This is an optimization exercise on Yosys and OpenROAD, whose aim is a short achievable clock period and few clock cycles, not a production implementation.
Only simulation tests tie the RTL to the original design; equivalence was not proved.
No activity file was given, so power comes from the tool's default toggle rates.

===== design/flow/run.sh =====
#!/bin/bash
# synth_recipe.tcl (not shown) runs the flow's synth.tcl, then flattens the netlist and writes it again
# the make line also repeats each setting of config.mk as NAME=value (left out here)
make -C /OpenROAD-flow-scripts/flow DESIGN_CONFIG=/design/flow/config.mk WORK_HOME=/design/flow/orfs CLKGATE_MAP_FILE= SYNTH_SCRIPT=/design/flow/synth_recipe.tcl finish

===== design/flow/constraint.sdc =====
create_clock -name core_clock -period 9.0 [get_ports {cpu_clk}]
set_input_delay 1.8000 -clock core_clock [delete_from_list [all_inputs] [get_ports {cpu_clk}]]
set_output_delay 1.8000 -clock core_clock [all_outputs]
set_load 0.01 [all_outputs]

===== design/flow/config.mk =====
export PLATFORM = sky130hd
export DESIGN_NAME = myCPU
export DESIGN_NICKNAME = myCPU
export VERILOG_FILES = /design/flow/design.v
export SDC_FILE = /design/flow/constraint.sdc
export NUM_CORES = 4
export LEC_CHECK = 0
export CAP_MARGIN = 20
export CORE_MARGIN = 2
export CORE_UTILIZATION = 30
export PLACE_DENSITY = 0.5
export SETUP_SLACK_MARGIN = 5
export SLEW_MARGIN = 20

===== design/flow/design.v =====
`timescale 1ns / 1ps
module ADD #(parameter W = 32, parameter L = 5) (    
    input  wire [W-1:0] a,
    input  wire [W-1:0] b,
    input  wire         ci,
    output wire [W-1:0] y,
    output wire         co
);
wire [W-1:0] p0 = a ^ b;
wire [W-1:0] g [0:L];
wire [W-1:0] p [0:L];
assign g[0] = {a[W-1:1] & b[W-1:1], (a[0] & b[0]) | (p0[0] & ci)};
assign p[0] = p0;
genvar k, i;
generate
    for (k = 0; k < L; k = k + 1) begin : g_lvl
        for (i = 0; i < W; i = i + 1) begin : g_bit
            if (i >= (1 << k)) begin : g_op
                assign g[k+1][i] = g[k][i] | (p[k][i] & g[k][i-(1<<k)]);
                assign p[k+1][i] = p[k][i] & p[k][i-(1<<k)];
            end else begin : g_pass
                assign g[k+1][i] = g[k][i];
                assign p[k+1][i] = p[k][i];
            end
        end
    end
endgenerate
assign y  = p0 ^ {g[L][W-2:0], ci};
assign co = g[L][W-1];
endmodule
`timescale 1ns / 1ps
module myCPU (
    input  wire         cpu_rst,
    input  wire         cpu_clk,
    output wire [15:0]  inst_addr,
    input  wire [31:0]  inst,
    output wire [31:0]  Bus_addr,
    input  wire [31:0]  Bus_rdata,
    output wire         Bus_we,
    output wire [31:0]  Bus_wdata
    , 
    output wire         debug_wb_have_inst,
    output wire [31:0]  debug_wb_pc,
    output              debug_wb_ena,
    output wire [ 4:0]  debug_wb_reg,
    output wire [31:0]  debug_wb_value
);
reg  [31:0] pc;
reg  [15:2] pc_ia;       
reg         e_valid;
reg  [31:0] e_pc;
reg  [31:0] e_pc4;
reg  [31:0] e_a;         
reg  [31:0] e_b;         
reg  [31:0] e_sa;        
reg  [4:0]  e_sh;        
reg  [31:0] e_ca, e_cb;  
reg  [31:0] e_sd;        
reg  [31:0] e_imm;       
reg  [31:0] e_k;         
reg  [4:0]  e_rd;
reg         e_we;        
reg         e_ld, e_st;
reg         e_s_add, e_s_sub, e_s_and, e_s_or, e_s_xor, e_s_sll, e_s_sr, e_s_sra;
reg         e_s_k;
reg         e_jalr, e_beq, e_bne, e_blt, e_bge;
reg         e_pred;      
reg         m_valid;
reg  [31:0] m_pc;
reg  [31:0] m_res;       
reg  [31:0] m_addr;
reg  [31:0] m_sd;
reg  [4:0]  m_rd;
reg         m_we, m_ld, m_st;
reg  [31:1] m_wsel;      
reg  [31:0] rf [1:31];
reg         w_ena;
reg         w_have;
reg  [31:0] w_pc;
reg  [4:0]  w_reg;
reg  [31:0] w_val;
wire [31:0] m_val = m_ld ? Bus_rdata : m_res;
wire        m_wen = m_valid & m_we & (m_rd != 5'd0);
assign Bus_addr  = m_addr;
assign Bus_wdata = m_sd;
assign Bus_we    = m_valid & m_st;
genvar gi;
generate
    for (gi = 1; gi < 32; gi = gi + 1) begin : g_rf
        always @(posedge cpu_clk) begin
            if (m_wsel[gi]) rf[gi] <= m_val;
        end
    end
endgenerate
wire [31:0] a    = e_a;
wire [31:0] b    = e_b;
wire [31:0] sum, diff, e_tgt, cdiff;
ADD #(32, 5) u_sum  (.a(a), .b(b),  .ci(1'b0), .y(sum),  .co());
ADD #(32, 5) u_diff (.a(a), .b(~b), .ci(1'b1), .y(diff), .co());
ADD #(32, 5) u_tgt  (.a(e_pc), .b(e_imm), .ci(1'b0), .y(e_tgt), .co());
ADD #(32, 5) u_cmp  (.a(e_ca), .b(~e_cb), .ci(1'b1), .y(cdiff), .co());
wire        eq   = (e_ca == e_cb);
wire [32:0] srx  = {e_s_sra & e_sa[31], e_sa};
wire [32:0] sr   = $signed(srx) >>> e_sh;
wire [31:0] e_res =
      ({32{e_s_add}} & sum)
    | ({32{e_s_sub}} & diff)
    | ({32{e_s_and}} & (a & b))
    | ({32{e_s_or }} & (a | b))
    | ({32{e_s_xor}} & (a ^ b))
    | ({32{e_s_sll}} & (e_sa << e_sh))
    | ({32{e_s_sr }} & sr[31:0])
    | ({32{e_s_k  }} & e_k);
wire        e_fwd   = e_valid & e_we & (e_rd != 5'd0);
wire        br_take = (e_beq & eq) | (e_bne & ~eq) | (e_blt & cdiff[31]) | (e_bge & ~cdiff[31]);
wire        e_isbr  = e_beq | e_bne | e_blt | e_bge;
wire        e_redir = e_valid & (e_jalr | (e_isbr & (br_take ^ e_pred)));
wire [31:0] e_npc   = e_jalr ? sum : (e_pred ? e_pc4 : e_tgt);
wire [6:0] opc = inst[6:0];
wire [2:0] f3  = inst[14:12];
wire [4:0] rs1 = inst[19:15];
wire [4:0] rs2 = inst[24:20];
wire [4:0] rd  = inst[11:7];
wire d_r    = (opc == 7'b0110011);
wire d_i    = (opc == 7'b0010011);
wire d_ld   = (opc == 7'b0000011);
wire d_jalr = (opc == 7'b1100111);
wire d_st   = (opc == 7'b0100011);
wire d_br   = (opc == 7'b1100011);
wire d_lui  = (opc == 7'b0110111);
wire d_jal  = (opc == 7'b1101111);
wire [3:0] aop = d_r ? {inst[30], f3} :
                 d_i ? {((f3 == 3'b101) | (f3 == 3'b001)) & inst[30], f3} : 4'b0000;
wire d_alu = d_r | d_i;
wire d_shift = d_alu & ((aop == 4'b0001) | (aop == 4'b0101) | (aop == 4'b1101));
wire [31:0] imm_i = {{20{inst[31]}}, inst[31:20]};
wire [31:0] imm_s = {{20{inst[31]}}, inst[31:25], inst[11:7]};
wire [31:0] imm_b = {{20{inst[31]}}, inst[7], inst[30:25], inst[11:8], 1'b0};
wire [31:0] imm_u = {inst[31:12], 12'b0};
wire [31:0] imm_j = {{12{inst[31]}}, inst[19:12], inst[20], inst[30:21], 1'b0};
wire [31:0] imm = (d_i | d_ld | d_jalr) ? imm_i :
                  d_st  ? imm_s :
                  d_br  ? imm_b :
                  d_lui ? imm_u :
                  d_jal ? imm_j : 32'b0;
wire [31:2] pc4_hi;
ADD #(30, 5) u_pc4 (.a(pc[31:2]), .b(30'd0), .ci(1'b1), .y(pc4_hi), .co());
wire [31:0] d_pc4 = {pc4_hi, pc[1:0]};
wire [7:0]   imm8 = inst[3] ? imm_j[7:0] : imm_b[7:0];
wire         near = inst[3] ? (imm_j[20:7] == {14{inst[31]}}) : (imm_b[12:7] == {6{inst[31]}});
wire [8:0]   lo8;
wire [31:8]  h8_i, h8_d;
ADD #(8, 3)  u_lo8 (.a(pc[7:0]),  .b(imm8),        .ci(1'b0), .y(lo8[7:0]), .co(lo8[8]));
ADD #(24, 5) u_h8i (.a(pc[31:8]), .b(24'd0),       .ci(1'b1), .y(h8_i), .co());
ADD #(24, 5) u_h8d (.a(pc[31:8]), .b({24{1'b1}}),  .ci(1'b0), .y(h8_d), .co());
wire [31:0]  d_tgt = {(lo8[8] == inst[31]) ? pc[31:8] : lo8[8] ? h8_i : h8_d, lo8[7:0]};
wire        d_brk = d_br & ((f3 == 3'b000) | (f3 == 3'b001) |
                            (f3 == 3'b100) | (f3 == 3'b101));
wire use1 = d_r | d_i | d_ld | d_st | d_br | d_jalr;
wire use2 = d_r | d_st | d_br;
wire stall = e_valid & e_ld & (e_rd != 5'd0) &
             ((use1 & (e_rd == rs1)) | (use2 & (e_rd == rs2)));
wire d_pred  = near & (d_jal | (d_brk & inst[31]));
wire [31:0] rf1 = (rs1 == 5'd0) ? 32'b0 : rf[rs1];
wire [31:0] rf2 = (rs2 == 5'd0) ? 32'b0 : rf[rs2];
wire        f1  = e_fwd & (e_rd == rs1);
wire        f2  = e_fwd & (e_rd == rs2);
wire [31:0] v1  = f1 ? e_res : (m_wen && m_rd == rs1) ? m_val : rf1;
wire [31:0] v2  = f2 ? e_res : (m_wen && m_rd == rs2) ? m_val : rf2;
wire        bim = ~(d_r | d_br);    
assign inst_addr = {2'b00, pc_ia};
wire [31:0] pc_nx = e_redir ? e_npc : stall ? pc : d_pred ? d_tgt : d_pc4;
always @(posedge cpu_clk or posedge cpu_rst) begin
    if (cpu_rst) begin
        pc      <= 32'b0;
        pc_ia   <= 14'b0;
        e_valid <= 1'b0;
        m_valid <= 1'b0;
        m_wsel  <= 31'b0;
    end else begin
        pc      <= pc_nx;
        pc_ia   <= pc_nx[15:2];
        e_valid <= ~e_redir & ~stall;
        m_valid <= e_valid;
        m_wsel  <= e_fwd ? (32'd1 << e_rd) >> 1 : 31'b0;
    end
end
always @(posedge cpu_clk) begin
    e_pc     <= pc;
    e_pc4    <= d_pc4;
    e_a      <= v1;
    e_b      <= bim ? imm : v2;
    e_sa     <= d_shift ? v1 : 32'b0;
    e_sh     <= d_shift ? (bim ? imm[4:0] : v2[4:0]) : 5'b0;
    e_ca     <= d_br ? v1 : 32'b0;
    e_cb     <= d_br ? v2 : 32'b0;
    e_k      <= d_lui ? imm : d_pc4;
    e_sd     <= v2;
    e_imm    <= imm;
    e_rd     <= rd;
    e_we     <= d_alu | d_ld | d_jalr | d_lui | d_jal;
    e_ld     <= d_ld;
    e_st     <= d_st;
    e_s_add  <= d_alu & (aop == 4'b0000);
    e_s_sub  <= d_alu & (aop == 4'b1000);
    e_s_and  <= d_alu & (aop == 4'b0111);
    e_s_or   <= d_alu & (aop == 4'b0110);
    e_s_xor  <= d_alu & (aop == 4'b0100);
    e_s_sll  <= d_alu & (aop == 4'b0001);
    e_s_sr   <= d_alu & ((aop == 4'b0101) | (aop == 4'b1101));
    e_s_sra  <= d_alu & (aop == 4'b1101);
    e_s_k    <= d_jal | d_jalr | d_lui;
    e_jalr   <= d_jalr;
    e_beq    <= d_br & (f3 == 3'b000);
    e_bne    <= d_br & (f3 == 3'b001);
    e_blt    <= d_br & (f3 == 3'b100);
    e_bge    <= d_br & (f3 == 3'b101);
    e_pred   <= d_pred;
end
always @(posedge cpu_clk) begin
    m_pc   <= e_pc;
    m_res  <= e_res;
    m_addr <= sum;
    m_sd   <= e_sd;
    m_rd   <= e_rd;
    m_we   <= e_we;
    m_ld   <= e_ld;
    m_st   <= e_st;
end
always @(posedge cpu_clk or posedge cpu_rst) begin
    if (cpu_rst) begin
        w_ena  <= 1'b0;
        w_have <= 1'b0;
    end else begin
        w_ena  <= m_valid & m_we;
        w_have <= m_valid;
    end
end
always @(posedge cpu_clk) begin
    w_pc  <= m_pc;
    w_reg <= m_rd;
    w_val <= m_val;
end
    assign debug_wb_have_inst = w_have;
    assign debug_wb_pc        = w_pc;
    assign debug_wb_ena       = w_ena;
    assign debug_wb_reg       = w_reg;
    assign debug_wb_value     = w_val;
endmodule

==> impl_metrics.env, run 1 <==
export IMPL_viasPerCell=6.49
export IMPL_path_clk_slew_ps=60
export IMPL_powerDensity_nw_per_um2=208
export IMPL_slowest_stage="and3_4"
export IMPL_yosysWarnings=38
export IMPL_firstDrtPassIters=11
export IMPL_grt_usage=0.303
export IMPL_die_y_um=498
export IMPL_critPathMaxStageDelay_ps=490
export IMPL_post_route_period_util=0.455
export IMPL_hold_path_cell_count=0
export IMPL_synth_edff_count=992
export IMPL_critical_path_required_ps=9750
export IMPL_drt_iter0_drc=12550
export IMPL_ys_seq_elements=1610
export IMPL_clockBufferDepth=3
export IMPL_largest_reg_flops=992
export IMPL_syn_instance_count=6290
export IMPL_crit_family="simple AND/OR/NAND/NOR gates"
export IMPL_end_kind="flip-flop"
export IMPL_wirelength_um=393000
export IMPL_crit_reg2reg_launch="e_a[9]"
export IMPL_grt_max_degree=68
export IMPL_post_dp_hpwl_um=244000
export IMPL_worst_pin_slew_ps=1200
export IMPL_hold_start="m_pc[21]"
export IMPL_clk_insertion_delay_late_ps=860
export IMPL_p_leak_nw=32.3
export IMPL_rsz0062_at_grt="true"
export IMPL_crit_type="in -> reg"
export IMPL_async_flop_share=0.0416
export IMPL_finalCriticalPeriod_ps=4100
export IMPL_cp_cell_sequence="clkdlybuf4s15_2 -> buf_12 -> nor2b_2 -> and3_4 -> a22oi_1 -> and4_1 -> nand4_1 -> nor3_4 -> o31a_1 -> mux2_2 -> a21oi_2"
export IMPL_synth_area_top_cells="edfxtp_1, dfxtp_1, a22oi_1"
export IMPL_core_area_sq_um=243000
export IMPL_synth_area_leader_cell="edfxtp_1"
export IMPL_timing_rr_end="e_b[23]"
export IMPL_drive_above_1_share=0.183
export IMPL_via_count=64746
export IMPL_wl_per_cell_um=39.4
export IMPL_avgSynthCellArea_sq_um=11.7
export IMPL_r2r_cells=10
export IMPL_antenna_left=0
export IMPL_port_buffer_count=215
export IMPL_drv_slew=0
export IMPL_cp_start_kind="primary input"
export IMPL_maxCapViolCount=0
export IMPL_ioPinCount=218
export IMPL_skew_ps=56.7
export IMPL_setup_viol=0
export IMPL_synth_cell_types=105
export IMPL_fin_setup_tns_ps=0
export IMPL_hold_viol=0
export IMPL_area_delta_synth_final_pct=22.9
export IMPL_grt_pass1_wl_um=524000
export IMPL_cts_tree="done"
export IMPL_holdCritPathClass="reg -> reg"
export IMPL_cp_arrival_ps=4840
export IMPL_clock_root_buffer="clkbuf_16"
export IMPL_fin_area_sq_um=90100
export IMPL_cts_sinks=1610
export IMPL_overflow=0
export IMPL_die_area_sq_um=248000
export IMPL_grt_antenna_before_repair=37
export IMPL_fmaxAchievable_mhz=244
export IMPL_drc=0
export IMPL_critPathBufInv=2
export IMPL_outcome="timing/DRC/antenna clean"
export IMPL_relSlewSlack=0.200
export IMPL_grt_pass1_vias=60990
export IMPL_r2r_setup_slack_ps=4980
export IMPL_start_util=0.301
export IMPL_min_to="w_pc[21]"
export IMPL_num_rows=181
export IMPL_peakVddDrop_v=0.000192
export IMPL_yosysSeqAreaShare=0.580
export IMPL_die_w_um=498
export IMPL_top_register="rf"
export IMPL_ys_flop_type="edfxtp_1"
export IMPL_crit_fanout=8
export IMPL_synth_top_area_frac=0.406
export IMPL_nets=6839
export IMPL_syn_area_sq_um=73300
export IMPL_numCtsBuffers=179
export IMPL_gp_congestion=0.960
export IMPL_placed_cell_area_sq_um=79700
export IMPL_cts_max_level=4
[final cells by class]
type | instances | area (sq um)
fill | 23657 | 153000
sequential | 1610 | 42500
multi-input combinational | 4020 | 30500
timing repair buffer | 582 | 5910
clock buffer | 229 | 4840
tap | 3202 | 4010
clock inverter | 108 | 1480
inverter | 209 | 787
antenna | 18 | 45.0
[kinds of logic after synthesis]
group	count (synthesis)	synth area share
simple gates	1517	0.103
other cells	1	0.0000511
buf+inv	667	0.0363
compound gates	1977	0.192
flops	1610	0.580
mux	224	0.0448
fa+ha+maj	171	0.0296
xor+xnor	123	0.0147
[metal layers]
layer	track usage	vias to the layer above	routed length [um]
met3	0.0979	1583	50900
met5	0	-	115
met1	0.378	32182	143000
met4	0.186	18	30700
li1	-	25145	-
met2	0.456	5818	168000
[worst reg2reg max path: stages, from the launching register on]
cell and delay [ps]:
dfxtp_1 510, inv_1 90, ha_2 410, or2_4 290, or4_4 470, or4_4 600, and3_1 270, a2111oi_4 450
o211ai_2 270, a2bb2oi_2 250, mux2_2 290
[synthesized netlist by cell type, drive strengths merged, types with 49 or more instances]
cell type  count
dfxtp        551
dfrtp         67
and2         113
inv          204
a222oi        52
mux2i         74
a211oi       110
a21o          58
xor2          50
mux4          75
nor4          49
a221oi        75
ha           167
mux2          75
nand3        136
nand2        342
buf           86
nor2         387
o21ai        213
xnor2         73
a21oi        311
a22oi        806
nand4        152
edfxtp       992
clkbuf       372
nor3         138
[stage by stage]
step           total power, mW   util  hold slack (ps)  setup WS [ps]  std cells
2_1_floorplan             9.54      -              310           4530       6291
3_3_place_gp              10.6  0.327              311           2280       9437
3_5_place_dp              10.6  0.328              312           2130       9437
4_1_cts                   18.7  0.368              325           4960       9947
5_1_grt                   19.2  0.370              328           4950       9966
6_report                  18.7  0.370              325           4900       9978
[power by group]
group          total (mW)  switching [mW]  internal [mW]
combinational        2.45            1.57          0.880
clock                7.91            3.31           4.60
sequential           8.35           0.271           8.08
[worst max path at each step]
stage	start	end	slack (ps)	cells after the start
after floorplan	inst[22]	pc[22]	4530	13
after global placement	inst[21]	e_b[5]	2280	11
after detailed placement	inst[21]	e_b[5]	2130	11
after CTS	e_a[13]	e_b[27]	4960	11
after global routing	e_a[25]	e_sa[31]	4950	12
final	inst[24]	e_b[14]	4900	11
[repair_timing]
action                     CTS  global route
gates resized for setup    440           118
setup endpoints to repair  259           176
hold endpoints to repair     0             0
gates cloned                 9             4
pin swaps                   78            29
hold buffers                 0             0
setup buffers              164             8
[cell usage in the layout, fill, tap and decap left out, drive strengths merged, types with 74 or more instances in the layout]
cell / count
a211oi: 110
a21oi: 311
a221oi: 75
a22oi: 806
and2: 115
buf: 364
clkbuf: 236
clkdlybuf4s50: 186
dfxtp: 551
edfxtp: 992
ha: 167
inv: 212
mux2: 75
mux2i: 74
mux4: 75
nand2: 342
nand3: 136
nand4: 152
nor2: 387
nor3: 138
o21ai: 213
Testbench counts, summed over its fixed seeds: cycles 193,069.
==> run 2: changes to the inputs <==
--- a/design/flow/design.v
+++ b/design/flow/design.v
@@ -48,6 +48,7 @@
 reg  [31:0] pc;
 reg  [15:2] pc_ia;       
 reg         e_valid;
+reg         rp;          
 reg  [31:0] e_pc;
 reg  [31:0] e_pc4;
 reg  [31:0] e_a;         
@@ -146,14 +147,16 @@
 wire [31:2] pc4_hi;
 ADD #(30, 5) u_pc4 (.a(pc[31:2]), .b(30'd0), .ci(1'b1), .y(pc4_hi), .co());
 wire [31:0] d_pc4 = {pc4_hi, pc[1:0]};
-wire [7:0]   imm8 = inst[3] ? imm_j[7:0] : imm_b[7:0];
 wire         near = inst[3] ? (imm_j[20:7] == {14{inst[31]}}) : (imm_b[12:7] == {6{inst[31]}});
-wire [8:0]   lo8;
+wire [8:0]   lob, loj;
 wire [31:8]  h8_i, h8_d;
-ADD #(8, 3)  u_lo8 (.a(pc[7:0]),  .b(imm8),        .ci(1'b0), .y(lo8[7:0]), .co(lo8[8]));
+ADD #(8, 3)  u_lob (.a(pc[7:0]),  .b(imm_b[7:0]),  .ci(1'b0), .y(lob[7:0]), .co(lob[8]));
+ADD #(8, 3)  u_loj (.a(pc[7:0]),  .b(imm_j[7:0]),  .ci(1'b0), .y(loj[7:0]), .co(loj[8]));
 ADD #(24, 5) u_h8i (.a(pc[31:8]), .b(24'd0),       .ci(1'b1), .y(h8_i), .co());
 ADD #(24, 5) u_h8d (.a(pc[31:8]), .b({24{1'b1}}),  .ci(1'b0), .y(h8_d), .co());
-wire [31:0]  d_tgt = {(lo8[8] == inst[31]) ? pc[31:8] : lo8[8] ? h8_i : h8_d, lo8[7:0]};
+wire [31:0]  tgb = {(lob[8] == inst[31]) ? pc[31:8] : lob[8] ? h8_i : h8_d, lob[7:0]};
+wire [31:0]  tgj = {(loj[8] == inst[31]) ? pc[31:8] : loj[8] ? h8_i : h8_d, loj[7:0]};
+wire [31:0]  d_tgt = inst[3] ? tgj : tgb;
 wire        d_brk = d_br & ((f3 == 3'b000) | (f3 == 3'b001) |
                             (f3 == 3'b100) | (f3 == 3'b101));
 wire use1 = d_r | d_i | d_ld | d_st | d_br | d_jalr;
@@ -169,18 +172,20 @@
 wire [31:0] v2  = f2 ? e_res : (m_wen && m_rd == rs2) ? m_val : rf2;
 wire        bim = ~(d_r | d_br);    
 assign inst_addr = {2'b00, pc_ia};
-wire [31:0] pc_nx = e_redir ? e_npc : stall ? pc : d_pred ? d_tgt : d_pc4;
+wire [31:0] pc_nx = e_redir ? e_npc : rp ? e_pc : d_pred ? d_tgt : d_pc4;
 always @(posedge cpu_clk or posedge cpu_rst) begin
     if (cpu_rst) begin
         pc      <= 32'b0;
         pc_ia   <= 14'b0;
         e_valid <= 1'b0;
+        rp      <= 1'b0;
         m_valid <= 1'b0;
         m_wsel  <= 31'b0;
     end else begin
         pc      <= pc_nx;
         pc_ia   <= pc_nx[15:2];
-        e_valid <= ~e_redir & ~stall;
+        e_valid <= ~e_redir & ~stall & ~rp;
+        rp      <= stall & ~rp;
         m_valid <= e_valid;
         m_wsel  <= e_fwd ? (32'd1 << e_rd) >> 1 : 31'b0;
     end
==> design/flow/flow/run.sh (new file) <==
#!/bin/bash
set -euo pipefail
cd "$(dirname "$0")/.."
bash standard.sh SETUP_SLACK_MARGIN=6.5 finish > standard.log 2>&1
==> design/flow/standard.sh (new file) <==
#!/bin/bash
# synth_recipe.tcl (not shown) runs the flow's synth.tcl, then flattens the netlist and writes it again
# the make line also repeats each setting of config.mk as NAME=value (left out here)
make -C /OpenROAD-flow-scripts/flow DESIGN_CONFIG=/design/flow/config.mk WORK_HOME=/design/flow/orfs CLKGATE_MAP_FILE= SYNTH_SCRIPT=/design/flow/synth_recipe.tcl "${@:-finish}"
--- a/design/flow/config.mk
+++ b/design/flow/config.mk
@@ -8,6 +8,5 @@
 export CAP_MARGIN = 20
 export CORE_MARGIN = 2
 export CORE_UTILIZATION = 30
-export PLACE_DENSITY = 0.5
-export SETUP_SLACK_MARGIN = 5
+export PLACE_DENSITY = 0.4
 export SLEW_MARGIN = 20
removed: design/flow/run.sh
==> impl_metrics.env, run 2 <==
export IMPL_outcome="timing/DRC/antenna clean"
export IMPL_cts_sinks=1611
export IMPL_nets=7633
export IMPL_hold_path_cell_count=0
export IMPL_timing_rr_end="e_sa[20]"
export IMPL_synth_most_common_cell="edfxtp_1"
export IMPL_synth_top_area_frac=0.410
export IMPL_drv_slew=0
export IMPL_fmaxAchievable_mhz=264
export IMPL_ys_top_cells_by_count="edfxtp_1, a22oi_1, dfxtp_1"
export IMPL_dpl_cell_count=9430
export IMPL_firstDrtPassIters=11
export IMPL_crit_start="inst[21]"
export IMPL_die_y_um=496
export IMPL_synth_area_leader_cell="edfxtp_1"
export IMPL_yosysWarnings=38
export IMPL_synth_area_top_cells="edfxtp_1, dfxtp_1, a22oi_1"
export IMPL_wirelength_um=458000
export IMPL_die_w_um=496
export IMPL_cpMostUsedCell="buf_8"
export IMPL_holdCritPathClass="reg -> reg"
export IMPL_holdWs_ps=312
export IMPL_grt_pass1_vias=64687
export IMPL_path_clk_slew_ps=60
export IMPL_use_met3=0.0997
export IMPL_clock_root_buffer="clkbuf_16"
export IMPL_drt_iter0_drc=11501
export IMPL_start_util=0.302
export IMPL_via_count=68743
export IMPL_core_area_sq_um=241000
export IMPL_syn_area_sq_um=72700
export IMPL_antenna_left=0
export IMPL_cts_hold_fix_buffers=0
export IMPL_cp_start_kind="primary input"
export IMPL_critical_path_required_ps=9800
export IMPL_end_kind="flip-flop"
export IMPL_post_route_period_util=0.421
export IMPL_clockBufferDepth=3
export IMPL_r2r_setup_slack_ps=5470
export IMPL_cp_cell_sequence="buf_16 -> buf_8 -> buf_8 -> or3b_4 -> buf_6 -> nor2_4 -> buf_12 -> buf_4 -> a22oi_1 -> nand4_1 -> or4_4 -> o211ai_1 -> a22o_1 -> mux2i_1"
export IMPL_fin_setup_tns_ps=0
export IMPL_top_register="rf"
export IMPL_r2r_cells=13
export IMPL_critPathMaxStageDelay_ps=420
export IMPL_num_rows=180
export IMPL_cts_max_level=4
export IMPL_ys_flop_type="edfxtp_1"
export IMPL_peakVddDrop_v=0.000190
export IMPL_powerDensity_nw_per_um2=192
export IMPL_worst_pin_slew_ps=1260
export IMPL_synth_edff_count=992
export IMPL_relSlewSlack=0.161
export IMPL_area_delta_synth_final_pct=46.6
export IMPL_crit_type="in -> reg"
export IMPL_p_leak_nw=39.1
export IMPL_grt_pass1_wl_um=594000
export IMPL_critPathBufInv=6
export IMPL_setup_viol=0
export IMPL_drive_above_1_share=0.416
export IMPL_port_buffer_count=215
export IMPL_maxCapViolCount=0
export IMPL_synth_cell_types=95
export IMPL_finalCriticalPeriod_ps=3790
export IMPL_grt_max_degree=57
export IMPL_clk_insertion_delay_late_ps=890
export IMPL_ys_seq_elements=1611
export IMPL_syn_instance_count=6229
export IMPL_gp_congestion=0.955
export IMPL_skew_ps=53.5
export IMPL_fillers=21891
export IMPL_most_common_layout_cells="edfxtp_1, a22oi_1, buf_4"
export IMPL_grtUsageMet2=0.549
export IMPL_wl_per_cell_um=42.6
export IMPL_numCtsBuffers=184
export IMPL_cts_tree="done"
export IMPL_grt_usage=0.357
export IMPL_post_dp_hpwl_um=274000
export IMPL_die_area_sq_um=246000
export IMPL_viasPerCell=6.39
export IMPL_overflow=0
export IMPL_crit_family="simple AND/OR/NAND/NOR gates"
export IMPL_crit_fanout=6
export IMPL_min_to="w_pc[12]"
export IMPL_async_flop_share=0.0422
export IMPL_slowest_stage="or3b_4"
export IMPL_top_usage_layer="met2"
export IMPL_multiInputGateArea_sq_um=35700
export IMPL_crit_reg2reg_launch="e_b[11]"
export IMPL_layout_commonest_cell="edfxtp_1"
export IMPL_hold_viol=0
export IMPL_fin_cells=10763
export IMPL_post_route_util=0.443
export IMPL_ff_latch_area_sq_um=42800
export IMPL_cp_arrival_ps=4590
export IMPL_rsz0062_at_grt="true"
export IMPL_largest_reg_flops=992
export IMPL_use_met1=0.427
export IMPL_hold_start="m_pc[12]"
export IMPL_grt_antenna_before_repair=30
export IMPL_drc=0
export IMPL_ioPinCount=218
export IMPL_yosysSeqAreaShare=0.585
export IMPL_avgSynthCellArea_sq_um=11.7
==> run 2: layout make-up <==
| type | instances | area share |
|---|---|---|
| Inverter | 217 | 0.00809 |
| Antenna cell | 28 | 0.000658 |
| Timing Repair Buffer | 1402 | 0.158 |
| Clock inverter | 124 | 0.0134 |
| Sequential cell | 1611 | 0.401 |
| Timing Repair inverter | 2 | 0.0000939 |
| Tap cell | 3185 | 0.0374 |
| Multi-Input combinational cell | 3973 | 0.335 |
| Clock buffer | 221 | 0.0463 |
==> run 2: per-stage QoR <==
step                      total power, mW  area, sq um  worst slack [ps]
after floorplan                      10.0        75900              5160
after global placement               11.3        80800              2390
after detailed placement             11.3        80900              2370
after CTS                            20.2       103000              5380
after global routing                 21.0       106000              5240
final                                20.5       107000              5210
==> run 2: report_power, final <==
part	leakage [nW]	switching [mW]	internal, mW
registers	14.8	0.351	8.19
logic	21.3	2.26	1.69
clock network	3.05	3.39	4.60
total	39.1	6.01	14.5
==> run 2: worst max-delay path by stage <==
stage / cells after the start / slack [ps] / to
global placement: 12 / 2390 / e_b[25]
CTS: 12 / 5380 / e_b[23]
global route: 15 / 5240 / e_b[28]
detailed placement: 12 / 2370 / e_b[25]
floorplan: 12 / 5160 / pc[28]
finish: 14 / 5210 / e_b[23]
==> run 2: layer usage <==
layer  share of wire  vias to the layer above
met1            0.36                    34516
met5         0.00016                        -
met4           0.095                        8
met3            0.11                     1886
li1                -                    26506
met2            0.44                     5827
==> run 2: worst register-to-register path, cell delays in order, from the launching register on <==
cell and delay, ps:
dfxtp_2 390, inv_1 110, ha_4 380, and2_2 220
nand2_1 70, a311o_1 390, o2111ai_2 160, a41oi_2 200
xnor2_2 250, a221oi_2 390, o21ai_1 160, buf_6 180
a21o_4 300, and2_4 180
==> run 2: kinds of logic (layout without fill, tap and decap cells) <==
family / count (synthesis) / count (layout) / share of synthesized area
simple gates: 1520 / 1530 / 0.100
flops: 1611 / 1611 / 0.585
compound gates: 1912 / 1913 / 0.186
xor+xnor: 148 / 148 / 0.0178
buf+inv: 657 / 1966 / 0.0381
fa+ha+maj: 176 / 176 / 0.0308
mux: 204 / 204 / 0.0421
other cells: 1 / 30 / 0.0000516
==> run 2: what timing repair did <==
item,4_1_cts,5_1_grt
gates resized for setup,2475,505
pin swaps,533,362
endpoints found under the hold margin,0,0
gates cloned,59,13
buffers inserted,713,175
endpoints found under the setup margin,652,597
Testbench counts of run 2, summed over its fixed seeds: cycles 194,943.
==> run 3: changes to the inputs <==
--- a/design/flow/design.v
+++ b/design/flow/design.v
@@ -72,7 +72,8 @@
 reg  [31:0] m_addr;
 reg  [31:0] m_sd;
 reg  [4:0]  m_rd;
-reg         m_we, m_ld, m_st;
+reg         m_we, m_ld;
+reg         m_bwe;       
 reg  [31:1] m_wsel;      
 reg  [31:0] rf [1:31];
 reg         w_ena;
@@ -84,7 +85,7 @@
 wire        m_wen = m_valid & m_we & (m_rd != 5'd0);
 assign Bus_addr  = m_addr;
 assign Bus_wdata = m_sd;
-assign Bus_we    = m_valid & m_st;
+assign Bus_we    = m_bwe;
 genvar gi;
 generate
     for (gi = 1; gi < 32; gi = gi + 1) begin : g_rf
@@ -180,6 +181,7 @@
         e_valid <= 1'b0;
         rp      <= 1'b0;
         m_valid <= 1'b0;
+        m_bwe   <= 1'b0;
         m_wsel  <= 31'b0;
     end else begin
         pc      <= pc_nx;
@@ -187,6 +189,7 @@
         e_valid <= ~e_redir & ~stall & ~rp;
         rp      <= stall & ~rp;
         m_valid <= e_valid;
+        m_bwe   <= e_valid & e_st;
         m_wsel  <= e_fwd ? (32'd1 << e_rd) >> 1 : 31'b0;
     end
 end
@@ -230,7 +233,6 @@
     m_rd   <= e_rd;
     m_we   <= e_we;
     m_ld   <= e_ld;
-    m_st   <= e_st;
 end
 always @(posedge cpu_clk or posedge cpu_rst) begin
     if (cpu_rst) begin
--- a/design/flow/config.mk
+++ b/design/flow/config.mk
@@ -7,6 +7,6 @@
 export LEC_CHECK = 0
 export CAP_MARGIN = 20
 export CORE_MARGIN = 2
-export CORE_UTILIZATION = 30
+export CORE_UTILIZATION = 25
 export PLACE_DENSITY = 0.4
 export SLEW_MARGIN = 20
==> impl_metrics.env, run 3 <==
export IMPL_wirelength_um=453000
export IMPL_slowest_stage="a222oi_1"
export IMPL_switching_share=0.289
export IMPL_holdWs_ps=324
export IMPL_cts_hold_fix_buffers=0
export IMPL_drive_above_1_share=0.415
export IMPL_syn_instance_count=6229
export IMPL_yosysSeqAreaShare=0.585
export IMPL_yosysWarnings=38
export IMPL_viasPerCell=5.98
export IMPL_die_y_um=543
export IMPL_finalCriticalPeriod_ps=3690
export IMPL_r2r_setup_slack_ps=5520
export IMPL_overflow=0
export IMPL_powerDensity_nw_per_um2=194
export IMPL_synth_cell_types=95
export IMPL_ys_top_cells_by_count="edfxtp_1, a22oi_1, dfxtp_1"
export IMPL_cp_cell_sequence="buf_16 -> or3b_4 -> buf_6 -> nor2_4 -> buf_12 -> buf_8 -> a222oi_1 -> nand3_1 -> nor4_4 -> nor2_2 -> a211oi_2 -> a21oi_2 -> and2_4"
export IMPL_dpl_cell_count=10090
export IMPL_relSlewSlack=0.190
export IMPL_critPathBufInv=4
export IMPL_pwr_share_clk=0.400
export IMPL_clockBufferDepth=4
export IMPL_rsz0062_at_grt="true"
export IMPL_avgSynthCellArea_sq_um=11.7
export IMPL_fmaxAchievable_mhz=271
export IMPL_async_flop_share=0.0428
export IMPL_synth_top_area_frac=0.410
export IMPL_peakVddDrop_v=0.000159
export IMPL_post_route_period_util=0.410
export IMPL_p_sw_mw=6.01
export IMPL_top_register="rf"
export IMPL_via_count=68325
export IMPL_grt_pass1_wl_um=584000
export IMPL_synth_edff_count=992
export IMPL_syn_area_sq_um=72700
export IMPL_largest_reg_flops=992
export IMPL_fin_cells=11424
export IMPL_synth_area_top_cells="edfxtp_1, dfxtp_1, a22oi_1"
export IMPL_grt_usage=0.290
export IMPL_p_seq_frac=0.411
export IMPL_crit_family="simple AND/OR/NAND/NOR gates"
export IMPL_cp_start_kind="primary input"
export IMPL_ys_flop_type="edfxtp_1"
export IMPL_core_area_sq_um=289000
export IMPL_grt_max_degree=56
export IMPL_grt_pass1_vias=63974
export IMPL_antenna_left=0
export IMPL_gp_congestion=0.951
export IMPL_maxCapViolCount=0
export IMPL_synth_most_common_cell="edfxtp_1"
export IMPL_fin_setup_tns_ps=0
export IMPL_crit_fanout=6
export IMPL_internal_power_mw=14.8
export IMPL_crit_reg2reg_launch="e_cb[25]"
export IMPL_p_leak_nw=38.8
export IMPL_cts_max_level=4
export IMPL_end_kind="flip-flop"
export IMPL_clock_root_buffer="clkbuf_16"
export IMPL_cp_arrival_ps=4480
export IMPL_firstDrtPassIters=13
export IMPL_grt_antenna_before_repair=41
export IMPL_crit_path_end="e_sa[9]"
export IMPL_wl_per_cell_um=39.7
export IMPL_num_rows=197
export IMPL_area_delta_synth_final_pct=47.1
export IMPL_worst_path_stages=13
export IMPL_most_common_layout_cells="edfxtp_1, a22oi_1, buf_4"
export IMPL_ys_seq_elements=1611
export IMPL_fillers=27773
export IMPL_skew_ps=84.1
export IMPL_p_total_mw=20.8
export IMPL_layout_commonest_cell="edfxtp_1"
export IMPL_cts_sinks=1611
export IMPL_path_clk_slew_ps=60
export IMPL_setup_viol=0
export IMPL_ioPinCount=218
export IMPL_die_w_um=543
export IMPL_cts_tree="done"
export IMPL_critical_path_required_ps=9800
export IMPL_nets=7588
export IMPL_start_util=0.252
export IMPL_comb_power_share=0.189
export IMPL_die_area_sq_um=295000
export IMPL_drc=0
export IMPL_synth_area_leader_cell="edfxtp_1"
export IMPL_worst_pin_slew_ps=1220
export IMPL_numCtsBuffers=195
export IMPL_hold_viol=0
export IMPL_port_buffer_count=215
export IMPL_critPathMaxStageDelay_ps=610
export IMPL_drv_slew=0
export IMPL_holdCritPathClass="reg -> reg"
export IMPL_r2r_cells=13
export IMPL_drt_iter0_drc=11200
export IMPL_post_dp_hpwl_um=273000
export IMPL_outcome="timing/DRC/antenna clean"
export IMPL_crit_type="in -> reg"
export IMPL_timing_rr_end="pc[28]"
export IMPL_clk_insertion_delay_late_ps=910
export IMPL_crit_start="inst[16]"
[run 3: cell types whose count changed after synthesis, sizes merged]
cell    delta
dfxtp      -1
clkbuf    -13
dfrtp      +1
buf       +13
[run 3: final cells by class]
cell class,instances,area [sq um],share of cell area
Clock buffer,249,5260,0.0492
Timing Repair Buffer,1354,16100,0.151
Clock inverter,99,1280,0.0119
Sequential cell,1611,42800,0.400
Inverter,217,877,0.00820
Tap cell,3880,4850,0.0454
Multi-Input combinational cell,3966,35600,0.333
Antenna cell,47,118,0.00110
Timing Repair inverter,1,5.00,0.0000468
[run 3: power groups by stage]
stage	Combinational, mW	Sequential [mW]	Clock (mW)
final	3.93	8.53	8.30
after global routing	4.06	8.55	8.66
after CTS	3.57	8.52	8.39
after detailed placement	2.59	8.70	0
after global placement	2.59	8.70	0
after floorplan	1.50	8.51	0
[run 3: metal layers]
| layer | vias up | track usage | part of all wire |
|---|---|---|---|
| met1 | 34151 | 0.353 | 0.36 |
| met4 | 10 | 0.190 | 0.089 |
| met5 | - | 0.00877 | 0.00071 |
| li1 | 26379 | - | - |
| met2 | 5977 | 0.448 | 0.43 |
| met3 | 1808 | 0.0783 | 0.11 |
[run 3: worst min-delay path by stage]
stage | from | end | slack [ps] | depth (start not counted)
final | m_pc[19] | w_pc[19] | 320 | 0
after global routing | m_pc[16] | w_pc[16] | 330 | 0
after CTS | m_pc[18] | w_pc[18] | 330 | 0
after detailed placement | m_pc[18] | w_pc[18] | 310 | 0
after global placement | m_pc[30] | w_pc[30] | 310 | 0
after floorplan | e_sd[0] | m_sd[0] | 310 | 0
[run 3: worst reg2reg max path, cell delays in order (launching register included)]
cell and delay [ps]:
dfxtp_1 310, inv_1 50, ha_1 300, nand4_1 210
nor4_4 420, nand3_4 140, mux2_4 340, nor4_4 360
o211ai_1 130, buf_4 170, and3b_2 290, buf_12 180
a22o_1 230, a31o_2 210
[run 3: logic make-up after synthesis]
group	Yosys count	synth area share
flip-flops	1611	0.585
AND/OR/NAND/NOR	1520	0.100
multiplexers	204	0.0421
adder cells (fa/ha/maj)	176	0.0308
AO/OA/AOI/OAI	1912	0.186
XOR/XNOR	148	0.0178
other	1	0.0000516
buffers and inverters	657	0.0381
[run 3: through the flow]
step	utilization	setup slack, ps	instance area (sq um)
after floorplan	-	5160	75700
after global placement	0.281	2240	81200
after detailed placement	0.281	2170	81200
after CTS	0.352	5480	102000
after global routing	0.370	5310	107000
final	0.370	5310	107000
[run 3: repair_timing]
| item | 4_1_cts | 5_1_grt |
|---|---|---|
| setup buffers | 645 | 232 |
| pin swaps | 480 | 382 |
| setup endpoints to repair | 705 | 615 |
| gates resized for setup | 2447 | 582 |
| gates cloned | 40 | 21 |
| endpoints found under the hold margin | 0 | 0 |
Testbench counts of run 3, summed over its fixed seeds: cycles 194,943.
==> run 4: changes to the inputs <==
--- a/design/flow/config.mk
+++ b/design/flow/config.mk
@@ -8,5 +8,5 @@
 export CAP_MARGIN = 20
 export CORE_MARGIN = 2
 export CORE_UTILIZATION = 25
-export PLACE_DENSITY = 0.4
+export PLACE_DENSITY = 0.35
 export SLEW_MARGIN = 20
==> impl_metrics.env, run 4 <==
export IMPL_synth_area_top_cells="edfxtp_1, dfxtp_1, a22oi_1"
export IMPL_comb_power_share=0.195
export IMPL_crit_type="in -> reg"
export IMPL_drv_slew=0
export IMPL_layout_commonest_cell="edfxtp_1"
export IMPL_synth_edff_count=992
export IMPL_syn_area_sq_um=72700
export IMPL_pwr_share_clk=0.394
export IMPL_met1_length_um=182000
export IMPL_critical_path_required_ps=9770
export IMPL_yosysSeqAreaShare=0.585
export IMPL_maxCapViolCount=0
export IMPL_timing_rr_end="e_b[20]"
export IMPL_holdCritPathClass="reg -> reg"
export IMPL_clock_root_buffer="clkbuf_16"
export IMPL_p_seq_frac=0.411
export IMPL_yosysWarnings=38
export IMPL_dr_wl_met3_um=47000
export IMPL_num_rows=197
export IMPL_synth_most_common_cell="edfxtp_1"
export IMPL_largest_reg_flops=992
export IMPL_die_y_um=543
export IMPL_syn_instance_count=6229
export IMPL_port_buffer_count=215
export IMPL_powerDensity_nw_per_um2=192
export IMPL_die_w_um=543
export IMPL_drive_above_1_share=0.428
export IMPL_fin_ws_ps=5230
export IMPL_cts_tree="done"
export IMPL_nets=7697
export IMPL_viasPerCell=5.92
export IMPL_top_register="rf"
export IMPL_relSlewSlack=0.185
export IMPL_wl_per_cell_um=42.2
export IMPL_avgSynthCellArea_sq_um=11.7
export IMPL_cp_arrival_ps=4540
export IMPL_cts_sinks=1611
export IMPL_drt_iter0_drc=10938
export IMPL_fin_setup_tns_ps=0
export IMPL_grt_max_degree=63
export IMPL_post_dp_hpwl_um=291000
export IMPL_path_clk_slew_ps=80
export IMPL_ys_top_cells_by_count="edfxtp_1, a22oi_1, dfxtp_1"
export IMPL_r2r_setup_slack_ps=5430
export IMPL_crit_fanout=7
export IMPL_worst_pin_slew_ps=1220
export IMPL_drc=0
export IMPL_p_leak_nw=39.5
export IMPL_crit_start="inst[22]"
export IMPL_clockBufferDepth=4
export IMPL_grt_antenna_before_repair=29
export IMPL_peakVddDrop_v=0.000141
export IMPL_ioPinCount=218
export IMPL_post_route_period_util=0.419
export IMPL_start_util=0.252
export IMPL_core_area_sq_um=289000
export IMPL_numCtsBuffers=194
export IMPL_p_sw_mw=6.11
export IMPL_grt_pass1_vias=64750
export IMPL_wirelength_um=485000
export IMPL_finalCriticalPeriod_ps=3770
export IMPL_crit_reg2reg_launch="e_b[0]"
export IMPL_grt_usage=0.316
export IMPL_hold_viol=0
export IMPL_end_kind="flip-flop"
export IMPL_synth_cell_types=95
export IMPL_pre_cts_ws_ps=1950
export IMPL_grt_pass1_wl_um=626000
export IMPL_cp_start_kind="primary input"
export IMPL_fmaxAchievable_mhz=265
export IMPL_synth_top_area_frac=0.410
export IMPL_overflow=0
export IMPL_synth_area_leader_cell="edfxtp_1"
export IMPL_die_area_sq_um=295000
export IMPL_hold_path_cell_count=0
export IMPL_rsz0062_at_grt="true"
export IMPL_wl_met2_um=217000
export IMPL_outcome="timing/DRC/antenna clean"
export IMPL_async_flop_share=0.0428
export IMPL_clk_insertion_delay_late_ps=930
export IMPL_r2r_cells=15
export IMPL_most_common_layout_cells="edfxtp_1, a22oi_1, buf_4"
export IMPL_gp_congestion=0.914
export IMPL_ys_flop_type="edfxtp_1"
export IMPL_crit_path_end="e_sh[0]"
export IMPL_skew_ps=95.0
export IMPL_internal_power_mw=14.7
export IMPL_antenna_left=0
export IMPL_firstDrtPassIters=9
export IMPL_p_total_mw=20.8
export IMPL_setup_viol=0
export IMPL_via_count=68076
export IMPL_switching_share=0.294
export IMPL_area_delta_synth_final_pct=49.2
export IMPL_dr_max_layer_used="met5"
export IMPL_cts_hold_fix_buffers=0
export IMPL_cts_max_level=4
export IMPL_ys_seq_elements=1611
run 4: final cells by class:
class	count	area [sq um]
sequential	1611	42800
timing repair buffer	1463	17700
antenna	18	45.0
fill	27764	180000
clock buffer	256	5490
multi-input combinational	3968	35700
clock inverter	91	976
tap	3880	4850
inverter	217	875
run 4: worst min-delay path by stage:
stage          startpoint  endpoint
5_1_grt          m_pc[29]  w_pc[29]
6_report         e_sd[12]  m_sd[12]
2_1_floorplan     e_sd[0]   m_sd[0]
4_1_cts          m_pc[25]  w_pc[25]
3_3_place_gp     e_sd[23]  m_sd[23]
3_5_place_dp      m_pc[8]   w_pc[8]
run 4: repair_timing:
action,CTS,global route
resized for setup,2516,627
setup endpoints to repair,739,544
pin swaps,462,403
buffers inserted,770,199
cloned,58,8
run 4: kinds of logic (layout without fill, tap and decap cells):
| family | count (synthesis) | in the layout | share of synthesized area |
|---|---|---|---|
| XOR/XNOR | 148 | 148 | 0.0178 |
| buffers and inverters | 657 | 2027 | 0.0381 |
| AND/OR/NAND/NOR | 1520 | 1525 | 0.100 |
| adder cells (fa/ha/maj) | 176 | 176 | 0.0308 |
| other | 1 | 20 | 0.0000516 |
| AO/OA/AOI/OAI | 1912 | 1912 | 0.186 |
| multiplexers | 204 | 205 | 0.0421 |
| flip-flops | 1611 | 1611 | 0.585 |
run 4: layer usage:
metal / track usage / up-vias
li1: - / 26588
met1: 0.384 / 34683
met3: 0.0761 / 1633
met5: 0.000162 / -
met2: 0.500 / 5158
met4: 0.200 / 14
run 4: stage by stage:
stage / instance area, sq um / hold slack [ps] / cells / utilization
6_report: 108000 / 313 / 11504 / 0.376
5_1_grt: 108000 / 326 / 11492 / 0.376
4_1_cts: 104000 / 325 / 11279 / 0.360
3_5_place_dp: 81300 / 312 / 10104 / 0.282
3_3_place_gp: 81300 / 312 / 10101 / 0.281
2_1_floorplan: 75700 / 310 / 6230 / -
run 4: power groups by stage:
stage | clock network, mW | logic [mW] | registers [mW]
after global placement | 0 | 2.67 | 8.72
final | 8.18 | 4.06 | 8.54
after CTS | 8.31 | 3.70 | 8.54
after floorplan | 0 | 1.50 | 8.51
after detailed placement | 0 | 2.66 | 8.71
after global routing | 8.57 | 4.21 | 8.57
run 4: worst max-delay path: stages:
cell and delay (ps):
buf_6 70, buf_12 130, nand2b_4 200, buf_8 150
buf_12 120, nor2_4 80, clkbuf_16 220, a22oi_2 190
nand4_1 180, nor4_4 670, a2bb2oi_2 230, o21ai_4 90
a21o_1 210, and2_1 150
==> run 5: changes to the inputs <==
==> design/flow/flow/run.sh (replaced) <==
#!/bin/bash
set -euo pipefail
cd "$(dirname "$0")/.."
bash standard.sh SETUP_SLACK_MARGIN=7.0 finish > standard.log 2>&1
--- a/design/flow/config.mk
+++ b/design/flow/config.mk
@@ -8,5 +8,5 @@
 export CAP_MARGIN = 20
 export CORE_MARGIN = 2
 export CORE_UTILIZATION = 25
-export PLACE_DENSITY = 0.35
+export PLACE_DENSITY = 0.4
 export SLEW_MARGIN = 20
==> impl_metrics.env, run 5 <==
export IMPL_port_buffer_count=215
export IMPL_nets=7790
export IMPL_layout_commonest_cell="edfxtp_1"
export IMPL_rsz0062_at_grt="true"
export IMPL_cp_arrival_ps=4590
export IMPL_crit_reg2reg_launch="e_cb[14]"
export IMPL_wl_per_cell_um=41.0
export IMPL_die_w_um=543
export IMPL_via_count=70273
export IMPL_synth_most_common_cell="edfxtp_1"
export IMPL_yosysSeqAreaShare=0.585
export IMPL_ys_top_cells_by_count="edfxtp_1, a22oi_1, dfxtp_1"
export IMPL_syn_area_sq_um=72700
export IMPL_finalCriticalPeriod_ps=3740
export IMPL_avgSynthCellArea_sq_um=11.7
export IMPL_grt_pass1_wl_um=613000
export IMPL_holdWs_ps=309
export IMPL_crit_family="compound AO/OA/AOI/OAI gates"
export IMPL_skew_ps=104
export IMPL_peakVddDrop_v=0.000166
export IMPL_area_delta_synth_final_pct=51.5
export IMPL_grt_max_degree=68
export IMPL_cts_sinks=1611
export IMPL_gp_congestion=0.932
export IMPL_worst_pin_slew_ps=1270
export IMPL_ys_seq_elements=1611
export IMPL_ioPinCount=218
export IMPL_synth_edff_count=992
export IMPL_cp_cell_sequence="buf_16 -> buf_4 -> or3_4 -> nor2_4 -> buf_6 -> a22oi_1 -> nand4_1 -> nor2_2 -> a211oi_4 -> a211oi_2 -> a21o_1 -> o21ai_2 -> and2_1"
export IMPL_overflow=0
export IMPL_r2r_setup_slack_ps=5460
export IMPL_async_flop_share=0.0428
export IMPL_relSlewSlack=0.152
export IMPL_drive_above_1_share=0.447
export IMPL_hold_viol=0
export IMPL_maxCapViolCount=0
export IMPL_critical_path_required_ps=9850
export IMPL_antenna_left=0
export IMPL_grt_antenna_before_repair=51
export IMPL_slowest_stage="a211oi_4"
export IMPL_synth_top_area_frac=0.410
export IMPL_drv_slew=0
export IMPL_grt_usage=0.307
export IMPL_crit_start="inst[21]"
export IMPL_fin_area_sq_um=110000
export IMPL_p_leak_nw=40.2
export IMPL_ff_latch_area_sq_um=42900
export IMPL_numCtsBuffers=195
export IMPL_ys_flop_type="edfxtp_1"
export IMPL_drc=0
export IMPL_largest_reg_flops=992
export IMPL_clk_insertion_delay_late_ps=940
export IMPL_die_area_sq_um=295000
export IMPL_hold_start="m_pc[22]"
export IMPL_viasPerCell=6.04
export IMPL_cts_tree="done"
export IMPL_clock_root_buffer="clkbuf_16"
export IMPL_crit_fanout=7
export IMPL_end_kind="flip-flop"
export IMPL_die_y_um=543
export IMPL_cp_start_kind="primary input"
export IMPL_synth_area_leader_cell="edfxtp_1"
export IMPL_top_register="rf"
export IMPL_placed_cell_area_sq_um=81900
export IMPL_powerDensity_nw_per_um2=192
export IMPL_most_common_layout_cells="edfxtp_1, a22oi_1, buf_4"
export IMPL_wirelength_um=477000
export IMPL_holdCritPathClass="reg -> reg"
export IMPL_path_clk_slew_ps=60
export IMPL_clockBufferDepth=4
export IMPL_post_dp_hpwl_um=266000
export IMPL_setup_viol=0
export IMPL_post_route_period_util=0.416
export IMPL_fillers=27411
export IMPL_drt_iter0_drc=13347
export IMPL_firstDrtPassIters=11
export IMPL_yosysWarnings=38
export IMPL_crit_type="in -> reg"
export IMPL_core_area_sq_um=289000
export IMPL_syn_instance_count=6229
export IMPL_critPathMaxStageDelay_ps=530
export IMPL_start_util=0.252
export IMPL_synth_area_top_cells="edfxtp_1, dfxtp_1, a22oi_1"
export IMPL_fmaxAchievable_mhz=267
export IMPL_critPathBufInv=3
export IMPL_grt_pass1_vias=65445
export IMPL_synth_cell_types=95
export IMPL_multiInputGateArea_sq_um=36600
export IMPL_outcome="timing/DRC/antenna clean"
export IMPL_fin_setup_tns_ps=0
export IMPL_cts_max_level=4
export IMPL_num_rows=197
-- run 5: cell type report --
cell class,count,area share
Sequential cell,1611,0.389
Multi-Input combinational cell,4001,0.332
Timing Repair Buffer,1519,0.166
Clock buffer,246,0.0473
Tap cell,3880,0.0441
Clock inverter,108,0.0116
Inverter,217,0.00844
Antenna cell,48,0.00109
Timing Repair inverter,3,0.000182
-- run 5: per-layer routing --
metal | vias to the layer above | GRT usage | wire length (um)
li1 | 26872 | - | -
met1 | 35309 | 0.369 | 171000
met2 | 6125 | 0.462 | 202000
met3 | 1951 | 0.102 | 59400
met4 | 16 | 0.216 | 44900
met5 | - | 0 | 258
-- run 5: cell families (layout without fill, tap and decap cells) --
family	Yosys count	in the layout	share of synthesized area
compound gates	1912	1913	0.186
flops	1611	1611	0.585
simple gates	1520	1531	0.100
buf+inv	657	2093	0.0381
mux	204	231	0.0421
fa+ha+maj	176	176	0.0308
xor+xnor	148	148	0.0178
other cells	1	50	0.0000516
-- run 5: path summary, 6_finish.rpt --
check | endpoint | depth (start not counted)
max reg2reg | pc[28] | 15
min in group asynchronous | w_ena | 2
max | e_sh[3] | 13
min | w_pc[22] | 0
min reg2reg | w_pc[22] | 0
max in group asynchronous | pc[23] | 3
-- run 5: where the power goes --
group          total (mW)  switching, mW  internal (mW)
clock network        8.27           3.43           4.84
logic                4.31           2.39           1.92
registers            8.58          0.379           8.20
total                21.2           6.20           15.0
-- run 5: what timing repair did --
item	in CTS	in global routing
resized for setup	2574	718
buffers inserted	740	296
hold buffers	0	0
setup endpoints to repair	1643	693
hold endpoints to repair	0	0
cloned	88	15
pin swaps	460	446
-- run 5: through the flow --
step | setup WS, ps | total power [mW] | utilization | cells
6_report | 5260 | 21.2 | 0.382 | 11633
4_1_cts | 5330 | 20.7 | 0.361 | 11273
3_5_place_dp | 2220 | 11.4 | 0.284 | 10091
3_3_place_gp | 2250 | 11.4 | 0.283 | 10091
2_1_floorplan | 5160 | 10.1 | - | 6230
5_1_grt | 5270 | 21.7 | 0.381 | 11615

==> port drivers added, routing unchanged <==
The flow's constraints put no driver on any port. The routed layouts listed below were extracted and timed again, unchanged, in two steps. Step 1: set_driving_cell puts a clkbuf_16 on cpu_clk and a buf_2 on each other input, an assumption about the parent block. Step 2 adds t to the input delays and takes it off the output delays; t is the mean of the earliest and latest rising clock arrival at the registers after step 1. Input paths then give back, and output paths get back, about the clock's delay inside the block. Three values: no drivers, after step 1, after step 2; two values: the first two.
| run | t (ns) | setup WS [ns] | worst setup path at the end | worst slew at a driven data input, ns |
|---|---|---|---|---|
| run 1 | 0.932 | 4.903 / 4.978 / 4.046 | input to register | 0.19 |
| run 2 | 0.964 | 5.214 / 5.249 / 4.285 | input to register | 0.27 |
| run 3 | 0.974 | 5.312 / 5.226 / 4.252 | input to register | 0.35 |
| run 4 | 0.982 | 5.226 / 5.271 / 4.289 | input to register | 0.21 |
| run 5 | 0.993 | 5.259 / 5.226 / 4.233 | input to register | 0.17 |
After both steps setup and hold are still met in every run listed. The setup slack of run 3, which loses most, moves by -0.086 ns with the drivers and by -1.060 ns with both steps.
